Context: an optimization exercise on an open-source flow, tuned for small area and a short achievable clock period. The choices shown serve that exercise and are no tape-out recipe. The RTL was checked by simulation tests, not by an equivalence proof against the original design.

==> design.v <==
`timescale 1ns / 1ps
module ProgCount(
    input PC_CLK,
    input PC_RST,
    input PC_LD,
    input logic [31:0] PC_DIN,
    output logic [31:0] PC_COUNT
    );
    always_ff @(posedge PC_CLK)
    begin
        if (PC_RST == 1'b1)
            PC_COUNT <= '0;
        else if (PC_LD == 1'b1)
            PC_COUNT <= PC_DIN;
    end
endmodule
`timescale 1ns / 1ps
module Mult7to1(In1, In2, In3, In4, In5, In6, In7, Sel, Out);
    input [31:0] In1, In2, In3, In4, In5, In6, In7;  
    input [3:0] Sel;  
    output logic [31:0] Out;  
    always_comb
        case (Sel)  
            0: Out <= In1; 
            1: Out <= In2; 
            2: Out <= In3;
            3: Out <= In4;
            4: Out <= In5;
            5: Out <= In6;
            6: Out <= In7;
            default: Out <= In1; 
        endcase
endmodule
module Mult6to1(In1, In2, In3, In4, In5, In6, Sel, Out);
    input [31:0] In1, In2, In3, In4, In5, In6;  
    input [3:0] Sel;  
    output logic [31:0] Out;  
    always_comb
        case (Sel)  
            0: Out <= In1; 
            1: Out <= In2; 
            2: Out <= In3;
            3: Out <= In4;
            4: Out <= In5;
            5: Out <= In6;
            default: Out <= In1; 
        endcase
endmodule
module Mult5to1(In1, In2, In3, In4, In5, Sel, Out);
    input [31:0] In1, In2, In3, In4, In5;  
    input [2:0] Sel;  
    output logic [31:0] Out;  
    always_comb
        case (Sel)  
            0: Out <= In1; 
            1: Out <= In2; 
            2: Out <= In3;
            3: Out <= In4;
            4: Out <= In5;
            default: Out <= In1; 
        endcase
endmodule
module Mult4to1(In1, In2, In3, In4, Sel, Out);
    input [31:0] In1, In2, In3, In4;  
    input [1:0] Sel;  
    output logic [31:0] Out;  
    always_comb
        case (Sel)  
            0: Out <= In1; 
            1: Out <= In2; 
            2: Out <= In3;
            default: Out <= In4; 
        endcase
endmodule
module Mult2to1(In1, In2, Sel, Out);
    input [31:0] In1, In2;  
    input Sel;  
    output logic [31:0] Out;  
    always_comb
        case (Sel)  
            0: Out <= In1;            
            default: Out <= In2; 
        endcase
endmodule
`timescale 1ns / 1ps
module OTTER_ALU(ALU_fun, A, B, ALUOut);
        input [3:0] ALU_fun;   
        input [31:0] A,B;
        output logic [31:0] ALUOut; 
        always_comb
        begin  
            case(ALU_fun)
                0:  ALUOut = A + B;      
                8:  ALUOut = A - B;      
                6:  ALUOut = A | B;      
                7:  ALUOut = A & B;      
                4:  ALUOut = A ^ B;      
                5:  ALUOut =  A >> B[4:0];     
                1:  ALUOut =  A << B[4:0];     
               13:  ALUOut =  $signed(A) >>> B[4:0];     
                2:  ALUOut = $signed(A) < $signed(B) ? 1: 0;        
                3:  ALUOut = A < B ? 1: 0;       
                9:  ALUOut = A;  
                10: ALUOut = A * B;
                default: ALUOut = 0; 
            endcase
        end
    endmodule
`timescale 1ns / 1ps
module OTTER_registerFile(Read1,Read2,WriteReg,WriteData,RegWrite,Data1,Data2,clock,
                          Read1_2,Read2_2,WriteReg_2,WriteData_2,RegWrite_2,Data1_2,Data2_2
                          );
    input [4:0] Read1,Read2,WriteReg;  
    input [4:0] Read1_2, Read2_2, WriteReg_2;
    input [31:0] WriteData;  
    input [31:0] WriteData_2;
    input RegWrite,  
          RegWrite_2,
          clock;   
    output logic [31:0] Data1, Data2;  
    output logic [31:0] Data1_2, Data2_2;
    logic [31:0] RF [31:0];  
    always_comb
    begin
        if(Read1==0) Data1 =0;
        else Data1 = RF[Read1];
        if(Read1_2==0) Data1_2 =0;
        else Data1_2 = RF[Read1_2];
    end
    always_comb
    begin
        if(Read2==0) Data2 =0;
        else Data2 = RF[Read2];
        if(Read2_2==0) Data2_2 =0;
        else Data2_2 = RF[Read2_2];
    end
    always@(negedge clock) begin  
        if(RegWrite && WriteReg!=0) RF[WriteReg] <= WriteData;
        if(RegWrite_2 && WriteReg_2 !=0) RF[WriteReg_2] <= WriteData_2;
    end
 endmodule
`timescale 1ns / 1ps
module OTTER_CU_DECODER_PIPE(
        input [6:0] CU_OPCODE,
        input [2:0] CU_FUNC3,
        input [6:0] CU_FUNC7,
        input CU_BR_EQ,
        input CU_BR_LT,
        input CU_BR_LTU,
        input intTaken,
        output logic CU_ALU_SRCA,
        output logic [1:0] CU_ALU_SRCB,
        output logic [3:0] CU_ALU_FUN,
        output logic [1:0] CU_RF_WR_SEL,   
        output logic [3:0] CU_PCSOURCE,
        output logic CU_PCWRITE,
        output logic CU_REGWRITE,    
        output logic CU_MEMWRITE,
        output logic CU_MEMREAD1,
        output logic CU_MEMREAD2
    );
    typedef enum logic [6:0] {
               LUI      = 7'b0110111,
               AUIPC    = 7'b0010111,
               JAL      = 7'b1101111,
               JALR     = 7'b1100111,
               BRANCH   = 7'b1100011,
               LOAD     = 7'b0000011,
               STORE    = 7'b0100011,
               OP_IMM   = 7'b0010011,
               OP       = 7'b0110011,
               SYSTEM   = 7'b1110011
    } opcode_t;
    typedef enum logic [2:0] {
            Func3_CSRRW  = 3'b001,
            Func3_CSRRS  = 3'b010,
            Func3_CSRRC  = 3'b011,
            Func3_CSRRWI = 3'b101,
            Func3_CSRRSI = 3'b110,
            Func3_CSRRCI = 3'b111,
            Func3_PRIV   = 3'b000        
    } funct3_system_t;
     logic brn_cond;
     always_comb
         case(CU_OPCODE)
             AUIPC: begin
                     CU_ALU_FUN = 4'b0;
                     CU_ALU_SRCA = 1;
                     CU_ALU_SRCB = 3;
                     CU_MEMREAD2 = 0;  
                     CU_MEMWRITE = 0;
                     CU_PCSOURCE=3'b000;
                     CU_REGWRITE = 1;  
                     CU_RF_WR_SEL = 0;
                    end
             BRANCH: begin
                     CU_ALU_FUN = 4'b0;
                     CU_ALU_SRCA = 0;
                     CU_ALU_SRCB = 0;
                     CU_PCSOURCE=(brn_cond)?3'b010:2'b000;
                     CU_REGWRITE=0;
                     CU_MEMREAD2 = 0;  
                     CU_MEMWRITE = 0;  
                     CU_RF_WR_SEL = 3;
                     end
             OP_IMM: begin
                     CU_ALU_FUN= (CU_FUNC3==3'b101)?{CU_FUNC7[5],CU_FUNC3}:{1'b0,CU_FUNC3};
                     CU_ALU_SRCA = 0;
                     CU_ALU_SRCB = 1;
                     CU_MEMREAD2 = 0;  
                     CU_MEMWRITE = 0;  
                     CU_PCSOURCE=3'b000;
                     CU_REGWRITE = 1;  
                     CU_RF_WR_SEL = 3;
                     end
             OP: begin
                  CU_ALU_FUN = {CU_FUNC7[5],CU_FUNC3};
                  CU_ALU_SRCA = 0;
                  CU_ALU_SRCB = 0;
                  CU_MEMREAD2 = 0;  
                  CU_MEMWRITE = 0; 
                  CU_PCSOURCE=3'b000; 
                  CU_REGWRITE = 1;  
                  CU_RF_WR_SEL = 3;
                 end
             LUI: begin
                  CU_ALU_FUN = 4'b1001;
                  CU_ALU_SRCA = 1;
                  CU_ALU_SRCB = 1;
                  CU_MEMREAD2 = 0;  
                  CU_MEMWRITE = 0;  
                  CU_REGWRITE = 1;
                  CU_PCSOURCE=3'b000;
                  CU_RF_WR_SEL = 3;  
                  end
             JAL: begin
                  CU_ALU_FUN = 4'b0;
                  CU_ALU_SRCA = 0;
                  CU_ALU_SRCB = 1;
                  CU_RF_WR_SEL=0;
                  CU_PCSOURCE =3'b011;
                  CU_MEMREAD2 = 0;  
                  CU_MEMWRITE = 0;  
                  CU_REGWRITE = 1;  
                  end
             JALR: begin
                   CU_ALU_FUN = 4'b0;
                   CU_ALU_SRCA = 0;
                   CU_ALU_SRCB = 0;
                   CU_RF_WR_SEL = 0;
                   CU_PCSOURCE=3'b001;
                   CU_MEMREAD2 = 0;  
                   CU_MEMWRITE = 0; 
                   CU_REGWRITE = 1;  
                   end
             LOAD: begin
                   CU_ALU_FUN = 4'b0;
                   CU_ALU_SRCA = 0;
                   CU_ALU_SRCB = 1;
                   CU_RF_WR_SEL = 2;
                   CU_MEMREAD2 = 1;
                   CU_MEMWRITE = 0;  
                   CU_PCSOURCE=3'b000;
                   CU_REGWRITE = 1;  
                   end
             STORE: begin 
                    CU_ALU_SRCA = 0;
                    CU_ALU_SRCB = 2; 
                    CU_MEMWRITE = 1;
                    CU_ALU_FUN = 4'b0;
                    CU_REGWRITE = 0;
                    CU_MEMREAD2 = 0;  
                    CU_PCSOURCE=3'b000;
                    CU_RF_WR_SEL = 3;
                    end
             SYSTEM: begin
                     CU_ALU_FUN = 4'b1001;
                     CU_ALU_SRCA = 0;
                     CU_ALU_SRCB = 0;
                     CU_RF_WR_SEL=1;
                     CU_PCSOURCE = (CU_FUNC3==Func3_PRIV)? 3'b101:3'b000;
                     CU_MEMREAD2 = 0;  
                     CU_MEMWRITE = 0;  
                     CU_REGWRITE = 1;  
                     end
             default: begin
                      CU_ALU_FUN = 4'b0;
                      CU_RF_WR_SEL=3;
                      CU_ALU_SRCA = 0;
                      CU_ALU_SRCB=0; 
                      CU_PCSOURCE=3'b000; 
                      CU_MEMREAD2 = 0;  
                      CU_MEMWRITE = 0;  
                      CU_REGWRITE = 1;  
                      end
         endcase
         always_comb begin
         case(CU_FUNC3)
                     3'b000: brn_cond = CU_BR_EQ;      
                     3'b001: brn_cond = ~CU_BR_EQ;     
                     3'b100: brn_cond = CU_BR_LT;      
                     3'b101: brn_cond = ~CU_BR_LT;     
                     3'b110: brn_cond = CU_BR_LTU;     
                     3'b111: brn_cond = ~CU_BR_LTU;    
                     default: brn_cond =0;
         endcase
         end
    assign CU_MEMREAD1 = 1'b1;
    assign CU_PCWRITE = 1'b1;
endmodule
`timescale 1ns / 1ps
 module OTTER_mem_byte(MEM_ADDR2, MEM_ADDR2_2, MEM_DIN2, MEM_DIN2_2, MEM_WRITE2, MEM_WRITE2_2,
                               MEM_RDATA2, MEM_RDATA2_2, MEM_DOUT2, MEM_DOUT2_2,
                               MEM_BE2, MEM_BE2_2, MEM_WDATA2, MEM_WDATA2_2,
                               IO_WR, IO_WR_2,MEM_SIZE, MEM_SIZE_2, MEM_SIGN, MEM_SIGN_2);
    parameter NUM_COL = 4;
    parameter COL_WIDTH = 8;
    input [31:0] MEM_ADDR2, MEM_ADDR2_2;      
    input [31:0] MEM_DIN2, MEM_DIN2_2;
    input MEM_WRITE2, MEM_WRITE2_2;
    input [31:0] MEM_RDATA2, MEM_RDATA2_2;
    input [1:0] MEM_SIZE, MEM_SIZE_2;
    input MEM_SIGN, MEM_SIGN_2;
    output logic [31:0] MEM_DOUT2, MEM_DOUT2_2;
    output logic [NUM_COL-1:0] MEM_BE2, MEM_BE2_2;
    output logic [31:0] MEM_WDATA2, MEM_WDATA2_2;
    output logic IO_WR, IO_WR_2;
    logic memWrite2, memWrite2_2;  
    logic [31:0] memOut2, memOut2_2;
    logic [NUM_COL-1:0] weA, weA_2;
    assign memOut2 = MEM_RDATA2;
    assign memOut2_2 = MEM_RDATA2_2;
    always_comb
    begin
        case(MEM_SIZE)
                0:  weA = 4'b1 << MEM_ADDR2[1:0];    
                1:  weA =4'b0011 << MEM_ADDR2[1:0];   
                2:  weA=4'b1111;                     
                default: weA=4'b0000;
        endcase
    end
    always_comb
    begin
        case(MEM_SIZE_2)
                0:  weA_2 = 4'b1 << MEM_ADDR2_2[1:0];    
                1:  weA_2 =4'b0011 << MEM_ADDR2_2[1:0];   
                2:  weA_2 =4'b1111;                     
                default: weA_2 =4'b0000;
        endcase
    end
    assign MEM_BE2 = memWrite2 ? weA : 4'b0000;
    assign MEM_BE2_2 = memWrite2_2 ? weA_2 : 4'b0000;
    assign MEM_WDATA2 = (MEM_SIZE == 2) ? MEM_DIN2 : (MEM_DIN2 << {MEM_ADDR2[1:0], 3'b000});
    assign MEM_WDATA2_2 = (MEM_SIZE_2 == 2) ? MEM_DIN2_2 : (MEM_DIN2_2 << {MEM_ADDR2_2[1:0], 3'b000});
    logic [31:0] memOut2_sliced;
    logic [31:0] memOut2_2_sliced;
    always_comb
    begin
            memOut2_sliced=32'b0;
            case({MEM_SIGN,MEM_SIZE})
                0: case(MEM_ADDR2[1:0])
                        3:  memOut2_sliced = {{24{memOut2[31]}},memOut2[31:24]};       
                        2:  memOut2_sliced = {{24{memOut2[23]}},memOut2[23:16]};
                        1:  memOut2_sliced = {{24{memOut2[15]}},memOut2[15:8]};
                        0:  memOut2_sliced = {{24{memOut2[7]}},memOut2[7:0]};
                   endcase
                1: case(MEM_ADDR2[1:0])
                        3: memOut2_sliced = {{16{memOut2[31]}},memOut2[31:24]};       
                        2: memOut2_sliced = {{16{memOut2[31]}},memOut2[31:16]};
                        1: memOut2_sliced = {{16{memOut2[23]}},memOut2[23:8]};
                        0: memOut2_sliced = {{16{memOut2[15]}},memOut2[15:0]};
                   endcase
                2: case(MEM_ADDR2[1:0])
                        1: memOut2_sliced = memOut2[31:8];    
                        0: memOut2_sliced = memOut2;       
                   endcase
                4: case(MEM_ADDR2[1:0])
                        3:  memOut2_sliced = {24'd0,memOut2[31:24]};       
                        2:  memOut2_sliced = {24'd0,memOut2[23:16]};
                        1:  memOut2_sliced = {24'd0,memOut2[15:8]};
                        0:  memOut2_sliced = {24'd0,memOut2[7:0]};
                   endcase
                5: case(MEM_ADDR2[1:0])
                        3: memOut2_sliced = {16'd0,memOut2};       
                        2: memOut2_sliced = {16'd0,memOut2[31:16]};
                        1: memOut2_sliced = {16'd0,memOut2[23:8]};
                        0: memOut2_sliced = {16'd0,memOut2[15:0]};
                   endcase
            endcase
    end
     always_comb
     begin
               memOut2_2_sliced=32'b0;
               case({MEM_SIGN_2,MEM_SIZE_2})
                   0: case(MEM_ADDR2_2[1:0])
                           3:  memOut2_2_sliced = {{24{memOut2_2[31]}},memOut2_2[31:24]};       
                           2:  memOut2_2_sliced = {{24{memOut2_2[23]}},memOut2_2[23:16]};
                           1:  memOut2_2_sliced = {{24{memOut2_2[15]}},memOut2_2[15:8]};
                           0:  memOut2_2_sliced = {{24{memOut2_2[7]}},memOut2_2[7:0]};
                      endcase
                   1: case(MEM_ADDR2_2[1:0])
                           3: memOut2_2_sliced = {{16{memOut2_2[31]}},memOut2_2[31:24]};       
                           2: memOut2_2_sliced = {{16{memOut2_2[31]}},memOut2_2[31:16]};
                           1: memOut2_2_sliced = {{16{memOut2_2[23]}},memOut2_2[23:8]};
                           0: memOut2_2_sliced = {{16{memOut2_2[15]}},memOut2_2[15:0]};
                      endcase
                   2: case(MEM_ADDR2_2[1:0])
                           1: memOut2_2_sliced = memOut2_2[31:8];    
                           0: memOut2_2_sliced = memOut2_2;          
                      endcase
                   4: case(MEM_ADDR2_2[1:0])
                           3:  memOut2_2_sliced = {24'd0,memOut2_2[31:24]};       
                           2:  memOut2_2_sliced = {24'd0,memOut2_2[23:16]};
                           1:  memOut2_2_sliced = {24'd0,memOut2_2[15:8]};
                           0:  memOut2_2_sliced = {24'd0,memOut2_2[7:0]};
                      endcase
                   5: case(MEM_ADDR2_2[1:0])
                           3: memOut2_2_sliced = {16'd0,memOut2_2};       
                           2: memOut2_2_sliced = {16'd0,memOut2_2[31:16]};
                           1: memOut2_2_sliced = {16'd0,memOut2_2[23:8]};
                           0: memOut2_2_sliced = {16'd0,memOut2_2[15:0]};
                      endcase
               endcase
       end
    always_comb
    begin
        IO_WR=0;
        IO_WR_2=0;
        if(MEM_ADDR2 >= 32'h11000000)
        begin       
            if(MEM_WRITE2) IO_WR = 1;
            memWrite2=0;
            MEM_DOUT2 = 0;  
        end
        else begin 
            memWrite2=MEM_WRITE2;
            MEM_DOUT2 = memOut2_sliced;
        end    
        if(MEM_ADDR2_2 >= 32'h11000000)
        begin       
            if(MEM_WRITE2_2) IO_WR_2 = 1;
            memWrite2_2=0;
            MEM_DOUT2_2 = 0;  
        end
        else begin 
            memWrite2_2 = MEM_WRITE2_2;
            MEM_DOUT2_2 = memOut2_2_sliced;
        end
    end 
 endmodule
`timescale 1ns / 1ps
  typedef enum logic [6:0] {
           LUI      = 7'b0110111,
           AUIPC    = 7'b0010111,
           JAL      = 7'b1101111,
           JALR     = 7'b1100111,
           BRANCH   = 7'b1100011,
           LOAD     = 7'b0000011,
           STORE    = 7'b0100011,
           OP_IMM   = 7'b0010011,
           OP       = 7'b0110011,
           SYSTEM   = 7'b1110011
 } opcode_t;
typedef struct packed{
    opcode_t opcode, opcode_2;
    logic [4:0] rs1_addr, rs1_addr_2;
    logic [4:0] rs2_addr, rs2_addr_2;
    logic [4:0] rd_addr, rd_addr_2;
    logic rs1_used;
    logic rs2_used;
    logic rd_used;
    logic [3:0] alu_fun, alu_fun_2;
    logic memWrite, memWrite_2;
    logic memRead1, memRead1_2;
    logic memRead2, memRead2_2;
    logic regWrite, regWrite_2;
    logic [1:0] rf_wr_sel, rf_wr_sel_2;
    logic [2:0] mem_type;   
    logic [31:0] pc;
    logic [31:0] pc_2;
    logic [31:0] next_pc, next_pc_2;
    logic pcWrite;
    logic [3:0]  pc_sel, pc_sel_2;
    logic [31:0] rs1, rs1_2;
    logic [31:0] rs2, rs2_2;
    logic [31:0] aluRes, aluRes_2;
    logic [31:0] IR, IR_2;
    logic [31:0] I_immed, I_immed_2;
} instr_t;
module OTTER_MCU(input CLK,
                input RESET,
                output [31:0] IMEM_ADDR,
                input [31:0] IMEM_RDATA1,
                input [31:0] IMEM_RDATA2,
                output [31:0] DMEM_ADDR1,
                output [31:0] DMEM_WDATA1,
                output [3:0] DMEM_BE1,
                input [31:0] DMEM_RDATA1,
                output [31:0] DMEM_ADDR2,
                output [31:0] DMEM_WDATA2,
                output [3:0] DMEM_BE2,
                input [31:0] DMEM_RDATA2,
                output [31:0] IOBUS_OUT,
                output [31:0] IOBUS_ADDR,
                output logic IOBUS_WR 
);           
    wire [6:0] opcode;
    wire [31:0] pc, pc_2, pc_value, next_pc, jalr_pc, branch_pc, jump_pc, int_pc,A,B, A_2, B_2,
        I_immed,S_immed,U_immed, I_immed_2,S_immed_2,U_immed_2, aluBin,aluAin,aluResult, aluBin_2,aluAin_2,aluResult_2,
        rfIn, rfIn_2, csr_reg, mem_data, mem_data_2;
    wire [31:0] IR, IR_2;
    assign IR = IMEM_RDATA1;
    assign IR_2 = IMEM_RDATA2;
    assign IMEM_ADDR = pc;
    wire memRead1,memRead2, memRead1_2,memRead2_2;
    wire pcWrite,regWrite,memWrite, op1_sel,mem_op,IorD,pcWriteCond,memRead;
    wire regWrite_2, memWrite_2;
    wire [1:0] opB_sel, opB_sel_2, rf_wr_sel, rf_wr_sel_2, wb_sel, mSize;
    logic [3:0] pc_sel, ex_pc_sel, pc_sel_2;
    wire [3:0]alu_fun, alu_fun_2;
    wire opA_sel, opA_sel_2;
    wire mepcWrite, csrWrite,intCLR, mie, intTaken;
    wire [31:0] mepc, mtvec;
    logic br_lt, br_eq, br_ltu;
    logic br_lt_2, br_eq_2, br_ltu_2;
    logic [31:0] ex_jalr_pc, ex_branch_pc, ex_jump_pc, ex_next_pc;
    logic [31:0] ex_jalr_pc_2, ex_branch_pc_2, ex_jump_pc_2, ex_next_pc_2;
    logic  [31:0] wb_rfIn, wb_rfIn_2;
    logic wb_regWrite, wb_regWrite_2;
    logic [4:0] wb_rd_addr, wb_rd_addr_2;
     instr_t if_de_inst;
     assign next_pc = pc + 8;
     always_ff @(posedge CLK) begin
               if_de_inst.pc <= pc;
               if_de_inst.pc_2 <= pc + 4;
               if_de_inst.next_pc <= next_pc;
               if_de_inst.next_pc_2 <= next_pc + 4;
     end
     Mult7to1 PCdatasrc (next_pc, ex_jalr_pc, ex_branch_pc, ex_jump_pc, ex_jalr_pc_2, ex_branch_pc_2, ex_jump_pc_2, ex_pc_sel, pc_value);    
    ProgCount PC (.PC_CLK(CLK), .PC_RST(RESET), .PC_LD(de_ex_inst.pcWrite),
             .PC_DIN(pc_value), .PC_COUNT(pc)); 
    logic de_br_lt, de_br_eq, de_br_ltu;
    logic [31:0] de_ex_opA, de_ex_opB;
    logic [31:0] de_ex_opA_2, de_ex_opB_2;
    logic [31:0] de_ex_I_immed;
    logic [31:0] de_ex_I_immed_2;
    instr_t de_ex_inst, de_inst;
    opcode_t OPCODE, OPCODE_2;
    assign OPCODE = opcode_t'(IR[6:0]);
    assign OPCODE_2 = opcode_t'(IR_2[6:0]);
    assign de_inst.pc = if_de_inst.pc;
    assign de_inst.next_pc = if_de_inst.next_pc;
    assign de_inst.pc_2 = if_de_inst.pc_2;
    assign de_inst.next_pc_2 = if_de_inst.next_pc_2;
    assign de_inst.IR = IR;
    assign de_inst.rs1_addr = IR[19:15];
    assign de_inst.rs2_addr = IR[24:20];
    assign de_inst.rd_addr  = IR[11:7];
    assign de_inst.opcode   = OPCODE;
    assign de_inst.IR_2 = IR_2;
    assign de_inst.rs1_addr_2 = IR_2[19:15];
    assign de_inst.rs2_addr_2 = IR_2[24:20];
    assign de_inst.rd_addr_2  = IR_2[11:7];
    assign de_inst.opcode_2   = OPCODE_2;
    assign de_inst.rs1_used=    de_inst.rs1 != 0
                                && de_inst.opcode != LUI
                                && de_inst.opcode != AUIPC
                                && de_inst.opcode != JAL;
    always_ff @(posedge CLK)
    begin
        de_ex_inst    <= de_inst;
        de_ex_inst.pcWrite <= pcWrite;
        de_ex_inst.memRead1 <= memRead1;
        de_ex_opA <= aluAin;
        de_ex_opB <= aluBin;
        de_ex_inst.rs1 <= A;
        de_ex_inst.rs2 <= B;
        de_ex_opA_2 <= aluAin_2;
        de_ex_opB_2 <= aluBin_2;
        de_ex_inst.rs1_2 <= A_2;
        de_ex_inst.rs2_2 <= B_2;
        de_ex_inst.I_immed <= I_immed;
        de_ex_inst.I_immed_2 <= I_immed_2;
        de_ex_inst.regWrite  <= regWrite;
        de_ex_inst.memWrite  <= memWrite;
        de_ex_inst.memRead2  <= memRead2;
        de_ex_inst.alu_fun   <= alu_fun;
        de_ex_inst.rf_wr_sel <= rf_wr_sel;
        de_ex_inst.pc_sel    <= pc_sel;
        de_ex_inst.pc_sel_2    <= pc_sel_2;
        de_ex_inst.regWrite_2  <= regWrite_2;
        de_ex_inst.memWrite_2  <= memWrite_2;
        de_ex_inst.memRead2_2  <= memRead2_2;
        de_ex_inst.alu_fun_2   <= alu_fun_2;
        de_ex_inst.rf_wr_sel_2 <= rf_wr_sel_2;
    end
     always_comb
     begin
         br_lt = 0; br_eq = 0; br_ltu = 0;
         if($signed(A) < $signed(B)) br_lt=1;
         if(A == B) br_eq=1;
         if(A < B) br_ltu=1;
     end
      always_comb
      begin
          br_lt_2 = 0; br_eq_2 = 0; br_ltu_2 = 0;
          if($signed(A_2) < $signed(B_2)) br_lt_2=1;
          if(A_2 == B_2) br_eq_2=1;
          if(A_2 < B_2) br_ltu_2=1;
      end
     assign S_immed = {{20{de_inst.IR[31]}},de_inst.IR[31:25],de_inst.IR[11:7]};
     assign I_immed = {{20{de_inst.IR[31]}},de_inst.IR[31:20]};
     assign U_immed = {de_inst.IR[31:12],{12{1'b0}}};
     assign S_immed_2 = {{20{de_inst.IR_2[31]}},de_inst.IR_2[31:25],de_inst.IR_2[11:7]};
     assign I_immed_2 = {{20{de_inst.IR_2[31]}},de_inst.IR_2[31:20]};
     assign U_immed_2 = {de_inst.IR_2[31:12],{12{1'b0}}};
     OTTER_CU_DECODER_PIPE CU_DECODER_PIPE(.CU_OPCODE(de_inst.opcode), .CU_FUNC3(de_inst.IR[14:12]),.CU_FUNC7(de_inst.IR[31:25]), 
                 .CU_BR_EQ(br_eq),.CU_BR_LT(br_lt),.CU_BR_LTU(br_ltu),.CU_PCSOURCE(pc_sel),
                 .CU_ALU_SRCA(opA_sel),.CU_ALU_SRCB(opB_sel),.CU_ALU_FUN(alu_fun),.CU_RF_WR_SEL(rf_wr_sel),.intTaken(intTaken),
                 .CU_PCWRITE(pcWrite), .CU_REGWRITE(regWrite), .CU_MEMWRITE(memWrite), .CU_MEMREAD1(memRead1), .CU_MEMREAD2(memRead2));
     OTTER_CU_DECODER_PIPE CU_DECODER_PIPE_2(.CU_OPCODE(de_inst.opcode_2), .CU_FUNC3(de_inst.IR_2[14:12]),.CU_FUNC7(de_inst.IR_2[31:25]), 
                                 .CU_BR_EQ(br_lt_2),.CU_BR_LT(br_lt_2),.CU_BR_LTU(br_ltu_2),.CU_PCSOURCE(pc_sel_2),
                                 .CU_ALU_SRCA(opA_sel_2),.CU_ALU_SRCB(opB_sel_2),.CU_ALU_FUN(alu_fun_2),.CU_RF_WR_SEL(rf_wr_sel_2),.intTaken(intTaken),
                                 .CU_PCWRITE(), .CU_REGWRITE(regWrite_2), .CU_MEMWRITE(memWrite_2), .CU_MEMREAD1(memRead1_2), .CU_MEMREAD2(memRead2_2));
     OTTER_registerFile RF (.Read1(de_inst.rs1_addr), .Read2(de_inst.rs2_addr), 
                            .WriteReg(wb_rd_addr), .WriteData(wb_rfIn), .RegWrite(wb_regWrite), 
                            .Data1(A), .Data2(B), .clock(CLK),
                            .Read1_2(de_inst.rs1_addr_2) , .Read2_2(de_inst.rs2_addr_2), 
                            .WriteReg_2(wb_rd_addr_2), .WriteData_2(wb_rfIn_2), .RegWrite_2(wb_regWrite_2),
                            .Data1_2(A_2), .Data2_2(B_2) );  
     Mult2to1 ALUAinput (A, U_immed, opA_sel, aluAin);
     Mult4to1 ALUBinput (B, I_immed, S_immed, de_inst.pc, opB_sel, aluBin);
     Mult2to1 ALUAinput_2 (A_2, U_immed_2, opA_sel_2, aluAin_2);
     Mult4to1 ALUBinput_2 (B_2, I_immed_2, S_immed_2, de_inst.pc_2, opB_sel_2, aluBin_2);
     logic [31:0] ex_opA_forwarded;
     logic [31:0] ex_opB_forwarded;
     logic [31:0] ex_opA, ex_opB, ex_opA_2, ex_opB_2;
     logic [31:0] ex_I_immed, ex_I_immed_2; 
     instr_t ex_mem_inst, ex_inst;
     assign ex_inst = de_ex_inst;
     assign ex_I_immed = de_ex_inst.I_immed;
     assign ex_I_immed_2 = de_ex_inst.I_immed_2;
     assign ex_opA = de_ex_opA;
     assign ex_opB = de_ex_opB;
     assign ex_opA_2 = de_ex_opA_2;
     assign ex_opB_2 = de_ex_opB_2;
     always_comb
     begin
     if(de_ex_inst.pc_sel_2 == 0)
       ex_pc_sel = de_ex_inst.pc_sel;
     else if((de_ex_inst.pc_sel == 0) && (de_ex_inst.pc_sel_2 != 0))
        ex_pc_sel = 3 + de_ex_inst.pc_sel_2;
     else
        ex_pc_sel = 0;
     end
     always_ff @(posedge CLK)
     begin       
        ex_mem_inst <= ex_inst;
        ex_mem_inst.aluRes <= aluResult;
        ex_mem_inst.aluRes_2 <= aluResult_2;
     end
    assign ex_jalr_pc = ex_I_immed + ex_inst.rs1;
    assign ex_branch_pc = ex_inst.pc + {{20{ex_inst.IR[31]}},ex_inst.IR[7],ex_inst.IR[30:25],ex_inst.IR[11:8],1'b0};    
    assign ex_jump_pc = de_inst.pc + {{12{ex_inst.IR[31]}}, ex_inst.IR[19:12], ex_inst.IR[20], ex_inst.IR[30:21],1'b0};
    assign int_pc = 0;
    assign ex_jalr_pc_2 = ex_I_immed_2 + ex_inst.rs1_2;
    assign ex_branch_pc_2 = ex_inst.pc_2 + {{20{ex_inst.IR_2[31]}},ex_inst.IR_2[7],ex_inst.IR_2[30:25],ex_inst.IR_2[11:8],1'b0};    
    assign ex_jump_pc_2 = de_inst.pc_2 + {{12{ex_inst.IR_2[31]}}, ex_inst.IR_2[19:12], ex_inst.IR_2[20], ex_inst.IR_2[30:21],1'b0};
     OTTER_ALU ALU (ex_inst.alu_fun, ex_opA, ex_opB, aluResult);
     OTTER_ALU ALU_2 (ex_inst.alu_fun_2, ex_opA_2, ex_opB_2, aluResult_2);
      logic [31:0] mem_rs2, mem_rs2_2;
      logic [31:0] mem_aluRes, mem_aluRes_2;
      instr_t mem_inst, mem_wb_inst;
      logic [31:0] mem_wb_dout2, mem_wb_dout2_2;
      assign mem_inst = ex_mem_inst;
      assign mem_rs2 = mem_inst.rs2;
      assign mem_aluRes = ex_mem_inst.aluRes;
      assign mem_rs2_2 = mem_inst.rs2_2;
      assign mem_aluRes_2 = ex_mem_inst.aluRes_2;
     always_ff @(posedge CLK)
     begin
         mem_wb_dout2 <= mem_data;
         mem_wb_dout2_2 <= mem_data_2;
         mem_wb_inst <= mem_inst;
     end
        assign IOBUS_ADDR = mem_inst.aluRes;
        assign IOBUS_OUT = mem_rs2;
     assign DMEM_ADDR1 = mem_aluRes;
     assign DMEM_ADDR2 = mem_aluRes_2;
     OTTER_mem_byte memory  (.MEM_ADDR2(mem_aluRes), .MEM_ADDR2_2(mem_aluRes_2),
                                       .MEM_DIN2(mem_rs2), .MEM_DIN2_2(mem_rs2_2),
                                       .MEM_WRITE2(mem_inst.memWrite), .MEM_WRITE2_2(mem_inst.memWrite_2),
                                       .MEM_RDATA2(DMEM_RDATA1), .MEM_RDATA2_2(DMEM_RDATA2),
                                       .MEM_DOUT2(mem_data), .MEM_DOUT2_2(mem_data_2), 
                                       .MEM_BE2(DMEM_BE1), .MEM_BE2_2(DMEM_BE2),
                                       .MEM_WDATA2(DMEM_WDATA1), .MEM_WDATA2_2(DMEM_WDATA2),
                                       .IO_WR(IOBUS_WR), .IO_WR_2(),
                                       .MEM_SIZE(mem_inst.IR[13:12]),.MEM_SIZE_2(mem_inst.IR_2[13:12]),
                                       .MEM_SIGN(mem_inst.IR[14]), .MEM_SIGN_2(mem_inst.IR_2[14])
                                       );
     logic [31:0] wb_dout2, wb_dout2_2;
     logic [31:0] wb_aluResult, wb_aluResult_2;
     logic [1:0] wb_rf_wr_sel, wb_rf_wr_sel_2;
     logic [31:0] wb_next_pc, wb_next_pc_2;
     assign wb_dout2 = mem_wb_dout2;
     assign wb_regWrite = mem_wb_inst.regWrite;
     assign wb_aluResult = mem_wb_inst.aluRes;
     assign wb_rf_wr_sel = mem_wb_inst.rf_wr_sel;
     assign wb_next_pc = mem_wb_inst.next_pc;
     assign wb_rd_addr = mem_wb_inst.rd_addr;
     assign wb_rfIn = rfIn;
     assign wb_dout2_2 = mem_wb_dout2_2;
     assign wb_regWrite_2 = mem_wb_inst.regWrite_2;
     assign wb_aluResult_2 = mem_wb_inst.aluRes_2;
     assign wb_rf_wr_sel_2 = mem_wb_inst.rf_wr_sel_2;
     assign wb_next_pc_2 = mem_wb_inst.next_pc_2;
     assign wb_rd_addr_2 = mem_wb_inst.rd_addr_2;
     assign wb_rfIn_2 = rfIn_2;
    Mult4to1 regWriteback (wb_next_pc, csr_reg, wb_dout2 , wb_aluResult, wb_rf_wr_sel, rfIn); 
    Mult4to1 regWriteback_2 (wb_next_pc_2, csr_reg, wb_dout2_2 , wb_aluResult_2, wb_rf_wr_sel_2, rfIn_2);     
    assign csr_reg = 32'd0;
    assign intTaken = 1'b0;
endmodule
==> run.sh <==
#!/bin/bash
# synth_recipe.tcl (not shown) runs the flow's synth.tcl, then flattens the netlist and writes it again
# the make line also repeats each setting of config.mk as NAME=value (left out here)
make -C /OpenROAD-flow-scripts/flow DESIGN_CONFIG=/design/flow/config.mk WORK_HOME=/design/flow/orfs CLKGATE_MAP_FILE= SYNTH_SCRIPT=/design/flow/synth_recipe.tcl finish
==> config.mk <==
export PLATFORM = sky130hd
export DESIGN_NAME = OTTER_MCU
export DESIGN_NICKNAME = OTTER_MCU
export VERILOG_FILES = /design/flow/design.v
export SDC_FILE = /design/flow/constraint.sdc
export NUM_CORES = 8
export LEC_CHECK = 0
export CAP_MARGIN = 20
export CORE_MARGIN = 2
export CORE_UTILIZATION = 40
export SLEW_MARGIN = 20
==> constraint.sdc <==
create_clock -name core_clock -period 11.0 [get_ports {CLK}]
set_input_delay 2.2000 -clock core_clock [delete_from_list [all_inputs] [get_ports {CLK}]]
set_output_delay 2.2000 -clock core_clock [all_outputs]
set_load 0.01 [all_outputs]
==> metrics.md <==
| Metric | Value |
|---|---|
| R2r setup slk | `between 600 and 700 ps` |
| Post-Synth XOR/XNOR Area | `2.467%` |
| Worst r2r dst | `de_ex_inst[325]` |
| Status | `timing/DRC/antenna clean` |
| Max_cap viols | `0` |
| Starting density of the core | `40.17%` |
| Max Buffers Root-to-Sink | `4` |
| Die height | `640.1 um` |
| Hold Path End | `mem_wb_inst[355]` |
| Vias in the first global route | `about 140k` |
| Post-synthesis sequential area ratio | `31.62%` |
| Number of CTS-inserted buffers | `227` |
| Dpl ws | `900.8 ps` |
| FFs w/ async S/R, synth | `0%` |
| Yosys cell types | `about 110` |
| WP data arrival | `11180 ps` |
| Fillers | `37850` |
| Routed wire length | `729000 um` |
| Worst-Margin Slew | `about 1300 ps` |
| CP startpoint kind | `flip-flop` |
| Drt wl/cell | `32.92 um` |
| CTS tree | `done` |
| Finished Layout Cells | `22140` |
| # IOs | `363` |
| Vias/cell | `6.342` |
| Post-Route Setup TNS | `0 ps` |
| Crit-path max FO | `4` |
| Post-CTS Resized | `0` |
| Core region area | `0.4029 sq mm` |
| Critical path required time | `11830 ps` |
| GP Congestion | `1.031` |
| Initial antenna violation count | `53` |
| Share of post-route cells with drive strength above 1 | `15.36%` |
| Final HPWL DP | `505300 um` |
| Area of the mapped netlist | `0.1618 sq mm` |
| Area of the die | `0.4097 sq mm` |
| R2R depth | `14` |
| Post-Place Cells | `20660` |
| First drt pass iteration count | `10` |
| Final WS setup | `~650 ps` |
| Crit path from | `RF.RF[2][24]` |
| All-Layer GR Usage | `between 30% and 40%` |
| P&R area growth vs syn | `13.38%` |
| Min-delay src | `ex_mem_inst[355]` |
| Root Driver | `clkbuf_16` |
| Synth Area in Adders | `15.56%` |
| Grt ovf | `0` |
| Hold Crit Depth | `0` |
| Synth Instances | `15760` |
| Multi-input gate area | `0.1019 sq mm` |
| Number of synthesized flops with an enable pin | `1024` |
| Fin nets | `around 18000` |
| Avg Inst Size Synth | `10.27 sq um` |
| Synth Area in Compound Gates | `12.98%` |
| Worst R2R Start | `RF.RF[2][24]` |
| Post-CTS Setup Bufs | `0` |
| Simple-gate share of the synthesized area | `10.81%` |
| Setup CP Type | `flip-flop to flip-flop` |
| Antenna viol nets, final | `0` |
| H-tree levels | `4` |
| Hold Path Class | `flip-flop to flip-flop` |
| Via count | `140400` |
| Sequential cell area | `a little over 0.05 sq mm` |
| Mux cell area share after synthesis | `20.42%` |
| CTS sink cnt | `2044` |
| First-pass GRT wire length | `1015000 um` |
| Final setup viols | `0` |
| RSZ-0062 raised after global routing | `false` |
| Remaining DRCs | `0` |
| Drt first-iter violations | `21230` |
| Slew HR | `11.62%` |
| Core Rows | `between 200 and 250` |
| Largest family of logic cells by synthesized area | `multiplexers` |
| Commonest non-fill, non-tap cell in the layout | `nor2_1` |
| Commonest non-fill, non-tap cells in the layout | `nor2_1 (2191), inv_1 (2106), a21oi_1 (1655)` |
| Largest net degree at the start of global routing | `~110` |
| Worst Setup End Kind | `flip-flop` |
| Clk latency of the worst-skew pair | `970 ps` |
| Final hold vios | `0` |
| CTS Hold Bufs | `0` |
| Ys flop type | `edfxtp_1` |
| Fin. max-slew vios | `0` |
| Post-synthesis sequential element count | `2044` |
| Die outline width | `640.1 um` |
| Clock-pin slew on the worst setup and hold paths | `70 ps` |
| Port Buf Inserts | `362` |
| Skew final | `97.89 ps` |
| Synth Warn # | `111` |
state kept, by name (all words and copies together), names as in the netlist:
register	cells
de_ex_opA_2	32
if_de_inst	120
de_ex_opA	32
RF.RF	1024
mem_wb_dout2_2	32
ex_mem_inst	214
mem_wb_dout2	32
de_ex_opB_2	32
de_ex_opB	32
mem_wb_inst	142
de_ex_inst	320
PC.PC_COUNT	32
critical path, stage by stage, from the launching register on:
cell,delay (ps)
edfxtp_1,420
mux4_2,500
mux4_2,530
mux2i_1,570
nor2_1,290
inv_1,230
ha_1,170
nand4_1,120
nor4_1,530
nand2_1,170
or4_1,620
a21oi_1,170
o221ai_1,140
a21o_1,170
o21ai_0,120
cells by family after synthesis:
kind of cell               after synthesis
and+or+nand+nor                       4110
AOI/OAI and AO/OA                     3474
buffers and inverters                 2488
DFF                                   2044
muxes                                 1673
adders and majority gates             1517
xor gates and xnor gates               455
other                                    1
cell usage after synthesis, types with 94 or more instances:
library cell	count	area share (%)
a211oi_1	109	0.51
a21o_1	158	0.73
a21oi_1	1663	5.1
a22oi_1	157	0.73
buf_1	262	0.61
buf_4	132	0.61
clkbuf_1	909	2.1
dfxtp_1	1020	13
edfxtp_1	1024	19
fa_1	826	10
ha_1	691	5.3
inv_1	1066	2.5
mux2_2	138	0.96
mux2i_1	246	1.5
mux4_2	1289	18
nand2_1	1043	2.4
nand2b_1	117	0.45
nand3_1	134	0.41
nor2_1	2229	5.2
nor2b_1	126	0.49
nor3_1	121	0.37
o21ai_0	534	1.7
o22ai_1	94	0.36
xnor2_1	332	1.8
xor2_1	122	0.66
per-stage QoR:
step,area [sq um],hold slack [ps],util [%]
floorplan,161900,309.6,-
global placement,171700,310.0,42.61
detailed placement,171800,312.1,42.63
CTS,183300,306.0,45.49
global route,183400,314.7,45.53
finish,183500,298.9,45.54
per-layer routing:
metal	GRT usage, %	share of wire (%)
met1	42.22	35
met2	50.61	42
met3	11.97	14
met4	27.44	9.6
met5	0	0.079
worst max-delay path by stage:
stage	to	slack (ps)
3_3_place_gp	de_ex_inst[325]	960
3_5_place_dp	de_ex_inst[325]	900
5_1_grt	de_ex_inst[325]	550
4_1_cts	de_ex_inst[325]	870
6_report	de_ex_inst[325]	650
2_1_floorplan	de_ex_inst[325]	1960
cell type report:
| class | count | area share, % |
|---|---|---|
| diodes | 42 | 0.05728 |
| well taps | 5405 | 3.686 |
| clock inverters | 1179 | 2.995 |
| clock buffers | 256 | 3.288 |
| flip-flops and latches | 2044 | 27.90 |
| repair buffers | 854 | 4.280 |
| multi-input cells | 11260 | 55.54 |
| inverters | 1102 | 2.254 |
